This is an optimization exercise on Yosys and OpenROAD, whose aim is small area and a short achievable clock period, not a production implementation. Only simulation tests tie the RTL to the original design; equivalence was not proved. No activity file was given, so power comes from the tool's default toggle rates.

==> inputs of v23 <==
==> flow/design.v <==
module APB_master(input             PCLK,
                  input             PRESETn,
                  input             Transfer,
                  input             Wr_Rd,
                  input      [4:0]  Address,
                  input      [31:0] write_data,
                  output reg [31:0] read_data,
                  input      [31:0] PRDATA,    
                  output reg [31:0] PSEL_ROW,  
                  output reg [31:0] PWDATA,
                  output            PWEN,      
                  output            PACCESS,
                  output            PREAD);    
    reg st_setup, st_access;
    reg pwrite_q;
    wire go = PRESETn & Transfer;
    always @(posedge PCLK) begin
        st_setup  <= go & ~st_setup;
        st_access <= go & st_setup;
    end
    always @(posedge PCLK) begin
        PSEL_ROW <= 32'd1 << Address;
        pwrite_q <= Wr_Rd;
        PWDATA   <= write_data;
    end
    assign PACCESS = st_access;
    assign PREAD   = st_access & ~pwrite_q;
    assign PWEN    = PRESETn & st_access & pwrite_q;
    wire rd_hold = ~(PRESETn & st_access & ~pwrite_q);
    always @(posedge PCLK)
        read_data <= ({32{PRESETn}} & PRDATA) | ({32{rd_hold}} & read_data);
endmodule
module APB_slave(input         PCLK,
                 input  [31:0] PSEL_ROW,
                 input  [31:0] PWDATA,
                 input         PWEN,
                 input         PREAD,
                 output [31:0] PRDATA);
    reg [31:0] mem [0:31];
    integer i;
    always @(posedge PCLK) begin
        for (i = 0; i < 32; i = i + 1)
            if (PWEN & PSEL_ROW[i])
                mem[i] <= PWDATA;
    end
    reg [31:0] rd;
    always @(*) begin
        rd = 32'd0;
        for (i = 0; i < 32; i = i + 1)
            rd = rd | (mem[i] & {32{PSEL_ROW[i] & PREAD}});
    end
    assign PRDATA = rd;
endmodule
module APB_top(input PCLK,
               input PRESETn,
               input Transfer,
               input Wr_Rd,
               input [4:0] Address,
               input [31:0] write_data,
               output [31:0] read_data);
    wire [31:0] PSEL_ROW, PWDATA, PRDATA;
    wire        PWEN, PACCESS, PREAD;
    APB_master Design_master(.PCLK(PCLK), .PRESETn(PRESETn), .Transfer(Transfer),
                             .Wr_Rd(Wr_Rd), .Address(Address), .write_data(write_data),
                             .read_data(read_data), .PRDATA(PRDATA), .PSEL_ROW(PSEL_ROW),
                             .PWDATA(PWDATA), .PWEN(PWEN), .PACCESS(PACCESS),
                             .PREAD(PREAD));
    APB_slave Design_slave(.PCLK(PCLK), .PSEL_ROW(PSEL_ROW), .PWDATA(PWDATA),
                           .PWEN(PWEN), .PREAD(PREAD), .PRDATA(PRDATA));
endmodule
==> flow/run.sh <==
#!/bin/bash
# synth_recipe.tcl (not shown) runs the flow's synth.tcl, then flattens the netlist and writes it again
# the make line also repeats each setting of config.mk as NAME=value (left out here)
make -C /OpenROAD-flow-scripts/flow DESIGN_CONFIG=/design/flow/config.mk WORK_HOME=/design/flow/orfs CLKGATE_MAP_FILE= SYNTH_SCRIPT=/design/flow/synth_recipe.tcl finish
==> flow/config.mk <==
export PLATFORM = sky130hd
export DESIGN_NAME = APB_top
export DESIGN_NICKNAME = APB_top
export VERILOG_FILES = /design/flow/design.v
export SDC_FILE = /design/flow/constraint.sdc
export NUM_CORES = 4
export LEC_CHECK = 0
export CAP_MARGIN = 20
export CORE_MARGIN = 2
export CORE_UTILIZATION = 65
export PLACE_DENSITY = 0.75
export SETUP_SLACK_MARGIN = 3.0
export SLEW_MARGIN = 20
==> flow/constraint.sdc <==
create_clock -name core_clock -period 5.0 [get_ports {PCLK}]
set_input_delay 1.0000 -clock core_clock [delete_from_list [all_inputs] [get_ports {PCLK}]]
set_output_delay 1.0000 -clock core_clock [all_outputs]
set_load 0.01 [all_outputs]
==> inputs of v22, as changes to v23 <==
==> flow/design.v, changed modules only <==
module APB_master(input             PCLK,
                  input             PRESETn,
                  input             Transfer,
                  input             Wr_Rd,
                  input      [4:0]  Address,
                  input      [31:0] write_data,
                  output reg [31:0] read_data,
                  input      [31:0] PRDATA,    
                  output reg [31:0] PSEL_ROW,  
                  output reg [31:0] PWDATA,
                  output            PWEN,      
                  output            PACCESS);
    reg st_setup, st_access;
    reg pwrite_q;
    wire go = PRESETn & Transfer;
    always @(posedge PCLK) begin
        st_setup  <= go & ~st_setup;
        st_access <= go & st_setup;
    end
    always @(posedge PCLK) begin
        PSEL_ROW <= 32'd1 << Address;
        pwrite_q <= Wr_Rd;
        PWDATA   <= write_data;
    end
    assign PACCESS = st_access;
    assign PWEN    = PRESETn & st_access & pwrite_q;
    always @(posedge PCLK) begin
        if (PRESETn & st_access & ~pwrite_q)
            read_data <= PRDATA;
    end
endmodule
module APB_slave(input         PCLK,
                 input  [31:0] PSEL_ROW,
                 input  [31:0] PWDATA,
                 input         PWEN,
                 output [31:0] PRDATA);
    reg [31:0] mem [0:31];
    integer i;
    always @(posedge PCLK) begin
        for (i = 0; i < 32; i = i + 1)
            if (PWEN & PSEL_ROW[i])
                mem[i] <= PWDATA;
    end
    reg [31:0] rd;
    always @(*) begin
        rd = 32'd0;
        for (i = 0; i < 32; i = i + 1)
            rd = rd | (mem[i] & {32{PSEL_ROW[i]}});
    end
    assign PRDATA = rd;
endmodule
module APB_top(input PCLK,
               input PRESETn,
               input Transfer,
               input Wr_Rd,
               input [4:0] Address,
               input [31:0] write_data,
               output [31:0] read_data);
    wire [31:0] PSEL_ROW, PWDATA, PRDATA;
    wire        PWEN, PACCESS;
    APB_master Design_master(.PCLK(PCLK), .PRESETn(PRESETn), .Transfer(Transfer),
                             .Wr_Rd(Wr_Rd), .Address(Address), .write_data(write_data),
                             .read_data(read_data), .PRDATA(PRDATA), .PSEL_ROW(PSEL_ROW),
                             .PWDATA(PWDATA), .PWEN(PWEN), .PACCESS(PACCESS));
    APB_slave Design_slave(.PCLK(PCLK), .PSEL_ROW(PSEL_ROW), .PWDATA(PWDATA),
                           .PWEN(PWEN), .PRDATA(PRDATA));
endmodule
CORE_UTILIZATION = 40   (was 65)
PLACE_DENSITY = 0.6   (was 0.75)
SETUP_SLACK_MARGIN = unset   (was 3.0)
==> qor summary <==
item                                                                              v22                          v23
Area added between synthesis and finish                                        12.93%                       15.16%
Met2 demand-to-capacity share in global routing                                33.16%                       48.20%
Register Area                                                             0.03313 mm2                  0.03284 mm2
DRC marker count from the first detailed-route iteration                        3,288                        4,332
Final GP Congestion                                                            0.9223                       0.9170
Run status                                                             finished clean               finished clean
Power share of the combinational group                                           1.6%                         3.5%
Clock buf count                                                                   152                          142
M1 wire length                                                              45,470 um                    38,610 um
Number of filler cells placed in the layout                                     8,140                        3,220
Dpl cell area                                                             0.04083 mm2                  0.04043 mm2
Vias in the first global route                                                 19.53k                       20.66k
Area taken by multi-input logic gates                                    0.005363 mm2                 0.006309 mm2
Endpoint of the lowest-slack register-to-register path    Design_master.read_data[24]  Design_master.read_data[23]
Die extent in y                                                              317.6 um                     250.0 um
Fraction of area in registers                                                  74.58%                       72.51%
Via count                                                                      21.07k                       22.33k
Worst-case setup slack after placement                                       1.287 ns                     1.716 ns
Post-layout min period                                                       3.064 ns                     2.160 ns
Area of the mapped netlist                                                0.03934 mm2                  0.03932 mm2
Number of multi-input logic gates                                                 755                          856
CP Capture Point                                              Design_slave.mem[6][31]                 read_data[1]
Crit Path Max Fanout                                                               32                            2

[afterwards: timing with drivers on the ports]
The results above use ideal ports. As a check the final layouts listed here were re-extracted and re-timed, cells and wires unchanged.
Step 1 assumes that a clkbuf_16 drives the clock port and a buf_2 every other input.
Step 2 adds t to the input delays and takes it off the output delays; t is the mean of the earliest and latest rising clock arrival at the registers after step 1. Input paths then give back, and output paths get back, about the clock's delay inside the block.
Slacks: no drivers / after step 1 / after step 2; pairs: no drivers / after step 1.
run	t (ns)	slack for setup (ns)	worst setup path at the end	worst register clock-pin slew, ns	pins driven straight from the clock port
v23	0.716	2.840 / 2.778 / 2.350	input to register	0.07 / 0.07	1
v22	0.736	1.936 / 1.978 / 1.242	input to register	0.07 / 0.07	1
After both steps every run listed still meets setup and hold. The setup slack of v22, which loses most, moves by +0.042 ns with the drivers and by -0.694 ns with both steps.
